Background: an optimization exercise with open tools, aiming at small area, a short achievable clock period and few clock cycles. Do not read the settings as production practice.
RTL that was checked went through simulation tests only; none was proved equivalent to the original.

## build 49
==> flow/design.v <==
module lab9(x,y,z,clk,reset,start,done);
input [7:0]x,y;
input clk,reset;
input start;
output [7:0]z;
output reg done;
reg [7:0] a, b;
reg busy;
wire [7:0] o = a | b;
wire [7:0] lo = {|o[6:0], |o[5:0], |o[4:0], |o[3:0], |o[2:0], |o[1:0], o[0], 1'b0};
wire [7:0] m0 = ~lo;                      
wire a_odd = |(a & m0);
wire b_odd = |(b & m0);
wire d_2 = ~|((a ^ b) & ~{lo[6:0], 1'b0});
wire d_3 = ~|((a ^ b) & ~{lo[5:0], 2'b0});
wire [6:0] u = a[7:1], v = b[7:1];
wire [6:0] pr = ~(u ^ v);                 
wire [6:0] g = u & ~v;
wire [6:0] t = u | ~v;
wire [6:0] G, T;
wire g10 = g[1] | (t[1] & g[0]),  t10 = t[1] & t[0];
wire g32 = g[3] | (t[3] & g[2]),  t32 = t[3] & t[2];
wire g54 = g[5] | (t[5] & g[4]),  t54 = t[5] & t[4];
wire g20 = g[2] | (t[2] & g10),   t20 = t[2] & t10;
wire g30 = g32 | (t32 & g10),     t30 = t32 & t10;
wire g64 = g[6] | (t[6] & g54),   t64 = t[6] & t54;
assign G[0] = g[0];              assign T[0] = t[0];
assign G[1] = g10;               assign T[1] = t10;
assign G[2] = g20;               assign T[2] = t20;
assign G[3] = g30;               assign T[3] = t30;
assign G[4] = g[4] | (t[4] & g30); assign T[4] = t[4] & t30;
assign G[5] = g54 | (t54 & g30);   assign T[5] = t54 & t30;
assign G[6] = g64 | (t64 & g30);   assign T[6] = t64 & t30;
wire [6:0] c  = {G[5:0], 1'b0};           
wire [6:0] c1 = {G[5:0] | T[5:0], 1'b1};  
wire [6:0] dab = pr ^ c1;                 
wire [6:0] dba = ~(pr ^ c);               
wire a_ge = G[6] | T[6];                  
wire fin = (a == b) | ~|a;
assign z = b;
always @(posedge clk) begin
	if (reset) begin
		busy <= 1'b0;
		done <= 1'b0;
	end else begin
		done <= busy & fin & ~start;
		if (start)
			busy <= 1'b1;
		else if (fin)
			busy <= 1'b0;
	end
end
wire sh_a  = ~start & ~a_odd;             
wire sh_b  = ~start & a_odd & ~b_odd;     
wire sub   = ~start & a_odd & b_odd;      
wire [6:0] dd = pr ^ (a_ge ? c1 : ~c);    
wire [7:0] dsel = ({8{~d_2}} & dd) | ({8{d_2 & ~d_3}} & dd[6:1]) | ({8{d_3}} & dd[6:2]);
wire [7:0] a_nx = ({8{start}} & x) | ({8{sh_a}} & (a >> 1)) | ({8{sub}} & dsel) | ({8{sh_b}} & a);
wire [7:0] b_nx = ({8{start}} & (|y ? y : x)) | ({8{sh_b}} & (b >> 1)) | ({8{sub & ~a_ge}} & a)
                | ({8{sh_a | (sub & a_ge)}} & b);
always @(posedge clk) begin
	a <= a_nx;
	b <= b_nx;
end
endmodule
clock: 5.0 ns
lec_check: 0
abc_area: 1
cap_margin: 20
core_margin: 2
core_utilization: 40
cts_buf_list: sky130_fd_sc_hd__clkbuf_4
gpl_timing_driven: 1
setup_slack_margin: 2.8
slew_margin: 20
standard.sh (not shown) runs the stock make flow with config.mk's settings and CLKGATE_MAP_FILE= SYNTH_SCRIPT=/design/flow/synth_recipe.tcl, a recipe that flattens the netlist after the stock synthesis.
==> flow/flow/run.sh <==
#!/bin/bash
# The standard layout, with the smallest buffer on every input and output port
# instead of the one buffer_ports picks by default.
set -euo pipefail
bash standard.sh "BUFFER_PORTS_ARGS=-buffer_cell sky130_fd_sc_hd__buf_1" finish > standard.log 2>&1
Testbench counts of build 49, summed over its fixed seeds: cycles 25,276.
Input-level comparison between build 34 and build 49:
Settings: a change of SETUP_SLACK_MARGIN from 2.8 to 2.85; a deleted CTS_BUF_LIST that had been sky130_fd_sc_hd__clkbuf_4; a deleted GPL_TIMING_DRIVEN that had been 1.
### Flow results
- On fraction of the cycle the final worst path needs: between build 49 and build 34, it ends up lower for build 34.
- | multi-input gate share of total cell area | lower: build 34 |
- Going from build 49 to build 34, wire length now larger; maximum frequency now larger.
- Global-route total usage across every layer across build 49 and build 34: no real change.
- Comparing data-path buffer share of cell area in the final layout for build 49 and build 34, the smaller number came from build 49.
- Build 34 ended with every stage complete and zero timing, DRC or antenna violations.
- Build 49 finished end to end and its layout was clean on timing, DRC and antenna.
- Taking build 49 as the reference, in build 34 first-pass GRT wire length moved up, cell area shows an increase of 130 µm², number of vias in the routed layout rose 2.1%.
> inputs changed (build 34 -> build 31)
Settings: SETUP_SLACK_MARGIN: 2.85 -> 3.0; CTS_BUF_LIST: unset -> sky130_fd_sc_hd__clkbuf_4.
==> flow/flow/run.sh <==
#!/bin/bash
# The standard layout with two changes: synthesis leaves the adder logic to
# ABC (ADDER_MAP_FILE empty skips Yosys's extract_fa and the adder cell map),
# and every input and output port gets the smallest buffer.
set -euo pipefail
bash standard.sh "ADDER_MAP_FILE=" \
  "BUFFER_PORTS_ARGS=-buffer_cell sky130_fd_sc_hd__buf_1" finish > standard.log 2>&1
==> comparison <==
Build 34 and build 31 all finish clean.
Against build 34, build 31 comes in 0.23 points higher on starting density of the core.
The run showing the greater worst hold margin is build 31.
Per the comparison of build 31 with build 34, max-slew headroom at the worst pin rose 13 points, design area fell 9.4%, placer's final routability congestion estimate rose about 1%.
Compared with build 34, build 31 shows a sequential share of the synthesized area that is 1.4 points higher.
Fmax | build 31 vs build 34 | build 31 faster
Relative to build 34, the detailed-route via count of build 31 is lower by 17.
Going from build 34 to build 31, the register-to-register slack was found to have gone up by 0.15 ns.
The inputs of build 84 differ from those of build 31 as listed below.
Settings: SETUP_SLACK_MARGIN now 2.8, was 3.0.
==> flow/flow/run.sh <==
#!/bin/bash
# The standard layout with two changes:
# - synthesis maps with the ABC script flow/abc_area.script (ABC_AREA is 1),
#   from a copy of ORFS's scripts folder, and without Yosys's extract_fa
#   (ADDER_MAP_FILE empty), so ABC maps the adder logic too;
# - the smallest buffer on every input and output port.
set -euo pipefail
rm -rf scripts
cp -r "$FLOW_HOME/scripts" scripts
cp flow/abc_area.script scripts/abc_area.script
bash standard.sh "SCRIPTS_DIR=$PWD/scripts" "ADDER_MAP_FILE=" \
  "BUFFER_PORTS_ARGS=-buffer_cell sky130_fd_sc_hd__buf_1" finish > standard.log 2>&1
==> flow/flow/abc_area.script (new file) <==
strash
dch -f
map -D 1600
topo
stime -c
==> summary.txt <==
Relative to build 31, the net count reported at finish measured on build 84 has decreased by more than 10%.
The run showing the smaller post-detailed-route wirelength per cell is build 31.
Build 84 ended up with b[1] as its worst setup path endpoint; build 31 ended up with z[0].
Area growth from synthesis to layout ends up higher on build 84.
Run comparison: build 84 dominant combinational cell family by area after synthesis compound AO/OA/AOI/OAI gates; build 31 dominant combinational cell family by area after synthesis simple AND/OR/NAND/NOR gates
Going from build 31 to build 84, final cell count shrinks by about 16%.
Number of resized instances in the post-cts repair step ended up 58 higher on build 84 than on build 31.
Between build 84 and build 31, it is build 84 whose number of setup buffers added after CTS is higher, by 21.
Compared with build 31, in build 84 post-layout instance area higher; via count of the first global-routing pass lower.
Relative to build 84, the following input files were edited for build 53:
Settings: a change of SETUP_SLACK_MARGIN from 2.8 to 2.7.
==> flow/flow/run.sh <==
#!/bin/bash
# The standard layout, with the smallest buffer on every input and output port
# instead of the one buffer_ports picks by default.
set -euo pipefail
bash standard.sh "BUFFER_PORTS_ARGS=-buffer_cell sky130_fd_sc_hd__buf_1" finish > standard.log 2>&1
removed: flow/flow/abc_area.script
### Flow results
The final standard cell area without fillers in build 53 was lower than what build 84 gave.
Changes observed in build 53 relative to build 84: final wirelength went down; worst hold slack did not really move.


Setup of job 5866:
RTL: the design.v shown in full above, as it stands there.
export LEC_CHECK = 0
export ABC_AREA = 1
export CAP_MARGIN = 20
export CORE_MARGIN = 2
export CORE_UTILIZATION = 40
export CTS_BUF_LIST = sky130_fd_sc_hd__clkbuf_4
export SETUP_SLACK_MARGIN = 3.15
export SLEW_MARGIN = 20
create_clock -name core_clock -period 5.0 [get_ports {clk}]
==> flow/flow/run.sh <==
#!/bin/bash
# The standard layout with two changes: synthesis leaves the adder logic to
# ABC (ADDER_MAP_FILE empty skips Yosys's extract_fa and the adder cell map),
# and every input and output port gets the smallest buffer.
set -euo pipefail
bash standard.sh "ADDER_MAP_FILE=" \
  "BUFFER_PORTS_ARGS=-buffer_cell sky130_fd_sc_hd__buf_1" finish > standard.log 2>&1
Job 5866: no failed stages, no open violations at the end
Testbench counts of job 5866, summed over its fixed seeds: cycles 25,276.
Input changes introduced in job 3774 (baseline for comparison: job 5866):
- changing SETUP_SLACK_MARGIN from 3.15 to 2.8
- changing CORE_UTILIZATION from 40 to 60
==> flow/flow/run.sh <==
#!/bin/bash
# The standard layout, with the smallest buffer on every input and output port
# instead of the one buffer_ports picks by default.
set -euo pipefail
bash standard.sh "BUFFER_PORTS_ARGS=-buffer_cell sky130_fd_sc_hd__buf_1" finish > standard.log 2>&1
==> summary.txt <==
NOTE non-clock buffer count job 5866->job 3774 decreased by more than a quarter
Re number of optimization iterations in the first detailed-route pass: job 3774 is 1 up on job 5866.
[compare] base=job 5866 new=job 3774: placement row count shows a reduction of 4; simple-gate share of the synthesized area fell by 10 points; met2 demand-to-capacity share in global routing higher; layout-stage area growth over the synthesis result shows a reduction of 28 points.
Diff job 5866 -> job 3774 | final weighted congestion in routability-driven placement | up slightly
Input changes introduced in job 8273 (baseline for comparison: job 3774):
- a change of CORE_UTILIZATION from 60 to 40
- a deleted CTS_BUF_LIST that had been sky130_fd_sc_hd__clkbuf_4
- a change of SETUP_SLACK_MARGIN from 2.8 to 2.9
Per the final summary, job 8273 finished and its layout is clean on timing, DRC and antenna. In summary, job 3774 completed successfully, with a layout that passed the timing, design-rule and antenna checks. Looking at height of the die across job 8273 and job 3774, the one that comes out lower is job 3774. When job 8273 is measured against job 3774, its non-clock buffer count turns out 5 higher.
diff inputs: job 8273 => job 4877
- swapping 2.9 for 2.8 in SETUP_SLACK_MARGIN
- putting CTS_BUF_LIST at sky130_fd_sc_hd__clkbuf_4 where nothing was set
==> flow/flow/run.sh <==
#!/bin/bash
# The standard layout with two changes:
# - synthesis maps with the ABC script flow/abc_area.script (ABC_AREA is 1),
#   from a copy of ORFS's scripts folder, and without Yosys's extract_fa
#   (ADDER_MAP_FILE empty), so ABC maps the adder logic too;
# - the smallest buffer on every input and output port.
set -euo pipefail
rm -rf scripts
cp -r "$FLOW_HOME/scripts" scripts
cp flow/abc_area.script scripts/abc_area.script
bash standard.sh "SCRIPTS_DIR=$PWD/scripts" "ADDER_MAP_FILE=" \
  "BUFFER_PORTS_ARGS=-buffer_cell sky130_fd_sc_hd__buf_1" finish > standard.log 2>&1
==> flow/flow/abc_area.script (new file) <==
strash
dch -f
map -D 1600
topo
stime -c
buffer -c
upsize -c
dnsize -c
[summary]
Job 4877 completed end to end with timing, DRC and antenna clean.
Going from job 8273 to job 4877, total standard cell area after synthesis fell by about 24%; cell count fell by 81; synthesized area per cell rose by 1.4%.
Summary of job 4877 over job 8273: net count reported at finish shows a reduction of 82; setup slack dropped 350 ps.
Going from job 8273 to job 4877, post-route clock period utilization grows by 6.9 points.
Vias: job 4877 fewer than job 8273
## Diff of input files: job 1782 against job 4877
==> flow/flow/run.sh <==
#!/bin/bash
# The standard layout with two changes: synthesis leaves the adder logic to
# ABC (ADDER_MAP_FILE empty skips Yosys's extract_fa and the adder cell map),
# and every input and output port gets the smallest buffer.
set -euo pipefail
bash standard.sh "ADDER_MAP_FILE=" \
  "BUFFER_PORTS_ARGS=-buffer_cell sky130_fd_sc_hd__buf_1" finish > standard.log 2>&1
removed: flow/flow/abc_area.script
### Flow results
- The final non-filler cell area of job 1782 falls short of that of job 4877 by 9.7%.
- Total placed instance area grows by more than 10% when moving from job 4877 to job 1782.
- In job 1782, register-to-register slack is higher than in job 4877.
- A last element of the critical path of a[2] is what job 4877 shows, while a[1] belongs to job 1782.


Setup of job 3116:
Starts from the design.v that is shown in full above.
clock: 5.0 ns
lec_check: 0
abc_area: 1
cap_margin: 20
core_margin: 2
core_utilization: 40
setup_slack_margin: 2.8
slew_margin: 20
==> flow/flow/run.sh <==
#!/bin/bash
# The standard layout, with the smallest buffer on every input and output port
# instead of the one buffer_ports picks by default.
set -euo pipefail
bash standard.sh "BUFFER_PORTS_ARGS=-buffer_cell sky130_fd_sc_hd__buf_1" finish > standard.log 2>&1
Testbench counts of job 3116, summed over its fixed seeds: cycles 25,276.
Inputs modified between job 3116 and job 2200:
Settings: a change of SETUP_SLACK_MARGIN from 2.8 to 2.9; an added CTS_BUF_LIST of sky130_fd_sc_hd__clkbuf_4.
Findings:
Compared with job 3116, in job 2200 part of the cycle the worst path needs lost 1.1 points.
Job 2200 vs job 3116: cell area after layout up by a few percent
Setup changes, job 2200 to job 128
Settings: changing SETUP_SLACK_MARGIN from 2.9 to 2.8.
[summary]
- STATUS smallest setup slack after layout: job 128 loses against job 2200
- In the reports for job 2200 and job 128, the smaller final routed wirelength across all metal layers belongs to job 128.
- Cell area (higher): job 2200
- Total vias in the final route (job 128 vs. job 2200) decreases by a few percent
- Per the comparison of job 128 with job 2200, number of cells traversed by the worst register-to-register path now sits lower; wire length of the first global-routing pass now sits lower; initial antenna violation count now sits at about the same level.


Another version of the RTL of lab9 (not shown whole).
Size in the first run: roughly 320 cells after synthesis, ~18 flip-flops.
==> flow/config.mk <==
export PLATFORM = sky130hd
export DESIGN_NAME = lab9
export DESIGN_NICKNAME = lab9
export VERILOG_FILES = /design/flow/design.v
export SDC_FILE = /design/flow/constraint.sdc
export NUM_CORES = 4
export LEC_CHECK = 0
export ABC_AREA = 1
export CAP_MARGIN = 20
export CORE_MARGIN = 2
export CORE_UTILIZATION = 55
export CTS_BUF_LIST = sky130_fd_sc_hd__clkbuf_4
export SETUP_SLACK_MARGIN = 2.85
export SLEW_MARGIN = 20
==> flow/constraint.sdc <==
create_clock -name core_clock -period 5.0 [get_ports {clk}]
set_input_delay 1.0000 -clock core_clock [delete_from_list [all_inputs] [get_ports {clk}]]
set_output_delay 1.0000 -clock core_clock [all_outputs]
set_load 0.01 [all_outputs]
==> flow/flow/run.sh <==
#!/bin/bash
# The standard layout with two changes: synthesis leaves the adder logic to
# ABC (ADDER_MAP_FILE empty skips Yosys's extract_fa and the adder cell map),
# and every input and output port gets the smallest buffer.
set -euo pipefail
bash standard.sh "ADDER_MAP_FILE=" \
  "BUFFER_PORTS_ARGS=-buffer_cell sky130_fd_sc_hd__buf_1" finish > standard.log 2>&1
Testbench counts at the start, summed over its fixed seeds: cycles 23,913.
Edit:
CORE_UTILIZATION = 40   (was 55)
SETUP_SLACK_MARGIN = 2.9   (was 2.85)
=> Setup slack loses 10 ps; worst hold slack loses 5.7 ps; cell area rose by 4.9%.


Setup of alpha:
Another version of the RTL of lab9 (not shown whole).
Size in the first run: roughly 300 cells after synthesis.
## lab9
module lab9(x,y,z,clk,reset,start,done);
input [7:0]x,y;
input clk,reset;
input start;
output [7:0]z;
output reg done;
reg [7:0] a, b;
reg busy;
wire [7:0] o = a | b;
wire [7:0] lo = {|o[6:0], |o[5:0], |o[4:0], |o[3:0], |o[2:0], |o[1:0], o[0], 1'b0};
wire [7:0] m0 = ~lo;                      
wire [7:0] m1 = lo & ~{lo[6:0], 1'b0};       
wire a_odd = |(a & m0);
wire b_odd = |(b & m0);
wire d_2 = ~|((a ^ b) & m1);              
wire [6:0] u = a[7:1], v = b[7:1];
wire [6:0] pr = ~(u ^ v);                 
wire [6:0] g = u & ~v;
wire [6:0] t = u | ~v;
wire [6:0] G, T;
wire g10 = g[1] | (t[1] & g[0]),  t10 = t[1] & t[0];
wire g32 = g[3] | (t[3] & g[2]),  t32 = t[3] & t[2];
wire g54 = g[5] | (t[5] & g[4]),  t54 = t[5] & t[4];
wire g20 = g[2] | (t[2] & g10),   t20 = t[2] & t10;
wire g30 = g32 | (t32 & g10),     t30 = t32 & t10;
wire g64 = g[6] | (t[6] & g54),   t64 = t[6] & t54;
assign G[0] = g[0];              assign T[0] = t[0];
assign G[1] = g10;               assign T[1] = t10;
assign G[2] = g20;               assign T[2] = t20;
assign G[3] = g30;               assign T[3] = t30;
assign G[4] = g[4] | (t[4] & g30); assign T[4] = t[4] & t30;
assign G[5] = g54 | (t54 & g30);   assign T[5] = t54 & t30;
assign G[6] = g64 | (t64 & g30);   assign T[6] = t64 & t30;
wire [6:0] c  = {G[5:0], 1'b0};           
wire [6:0] c1 = {G[5:0] | T[5:0], 1'b1};  
wire [6:0] dab = pr ^ c1;                 
  ...
export LEC_CHECK = 0
export ABC_AREA = 1
export CAP_MARGIN = 20
export CORE_MARGIN = 2
export CORE_UTILIZATION = 40
export SETUP_SLACK_MARGIN = 2.8
export SLEW_MARGIN = 20
create_clock -name core_clock -period 5.0 [get_ports {clk}]
==> flow/flow/run.sh <==
#!/bin/bash
# The standard layout, with the smallest buffer on every input and output port
# instead of the one buffer_ports picks by default.
set -euo pipefail
bash standard.sh "BUFFER_PORTS_ARGS=-buffer_cell sky130_fd_sc_hd__buf_1" finish > standard.log 2>&1
Setup changes, alpha to beta
- SETUP_SLACK_MARGIN changed from 2.8 to 3.2
### Flow results
When beta is measured against alpha, its register fraction of the total cell area turns out 4.5 points lower.
Going from alpha to beta, met2 layer usage reported by global route saw an increase, final cell area excluding filler cells shows an increase of about 40%, largest clock skew in the final design was more or less identical, die area stayed essentially flat.
No functional check of the RTL was part of any run of this note.

[what the ideal ports hide]
No port has a modelled driver above. Below, the same layouts with a new extraction and two added sets of constraints. Step 1 sets driving cells, clkbuf_16 on the clock port and buf_2 on the other inputs (assumed; they add their load-dependent delay and slew). Step 2 adds t to the input delays and takes it off the output delays; t is the mean of the earliest and latest rising clock arrival at the registers after step 1. Input paths then give back, and output paths get back, about the clock's delay inside the block. Slacks: ideal ports / drivers / drivers and shift; pairs: ideal ports / drivers.
run | t, ns | slack for setup (ns) | worst setup path after step 2 | latest minus earliest clock arrival (ns)
build 49 | 0.323 | 2.939 / 2.939 / 2.657 | input to register | 0.013 / 0.014
build 34 | 0.281 | 2.997 / 2.997 / 2.772 | input to register | 0.005 / 0.005
build 31 | 0.335 | 3.057 / 3.036 / 2.825 | input to register | 0.003 / 0.004
build 84 | 0.301 | 2.654 / 2.654 / 2.628 | input to register | 0.004 / 0.004
build 53 | 0.315 | 2.888 / 2.888 / 2.658 | input to register | 0.008 / 0.007
job 5866 | 0.317 | 3.146 / 3.124 / 2.920 | input to register | 0.001 / 0.002
job 3774 | 0.309 | 2.946 / 2.932 / 2.623 | input to register | 0.001 / 0.002
job 8273 | 0.280 | 3.048 / 3.048 / 2.776 | input to register | 0.002 / 0.001
job 4877 | 0.310 | 2.702 / 2.702 / 2.510 | input to register | 0.005 / 0.005
job 1782 | 0.329 | 3.002 / 2.987 / 2.803 | input to register | 0.006 / 0.006
job 3116 | 0.280 | 2.945 / 2.948 / 2.671 | input to register | 0.005 / 0.006
job 2200 | 0.312 | 2.999 / 3.001 / 2.689 | input to register | 0.014 / 0.014
job 128 | 0.323 | 2.939 / 2.939 / 2.657 | input to register | 0.013 / 0.014
the first run of note 4 | 0.315 | 3.059 / 3.059 / 2.808 | input to register | 0.003 / 0.003
the second run of note 4 | 0.319 | 3.049 / 3.043 / 2.789 | input to register | 0.007 / 0.007
alpha | 0.273 | 2.824 / 2.802 / 2.693 | input to register | 0.001 / 0.000
beta | 0.275 | 3.017 / 2.993 / 2.898 | input to register | 0.002 / 0.002
After both steps setup and hold are still met in every run listed. The setup slack of job 3774, which loses most, moves by -0.014 ns with the drivers and by -0.323 ns with both steps.
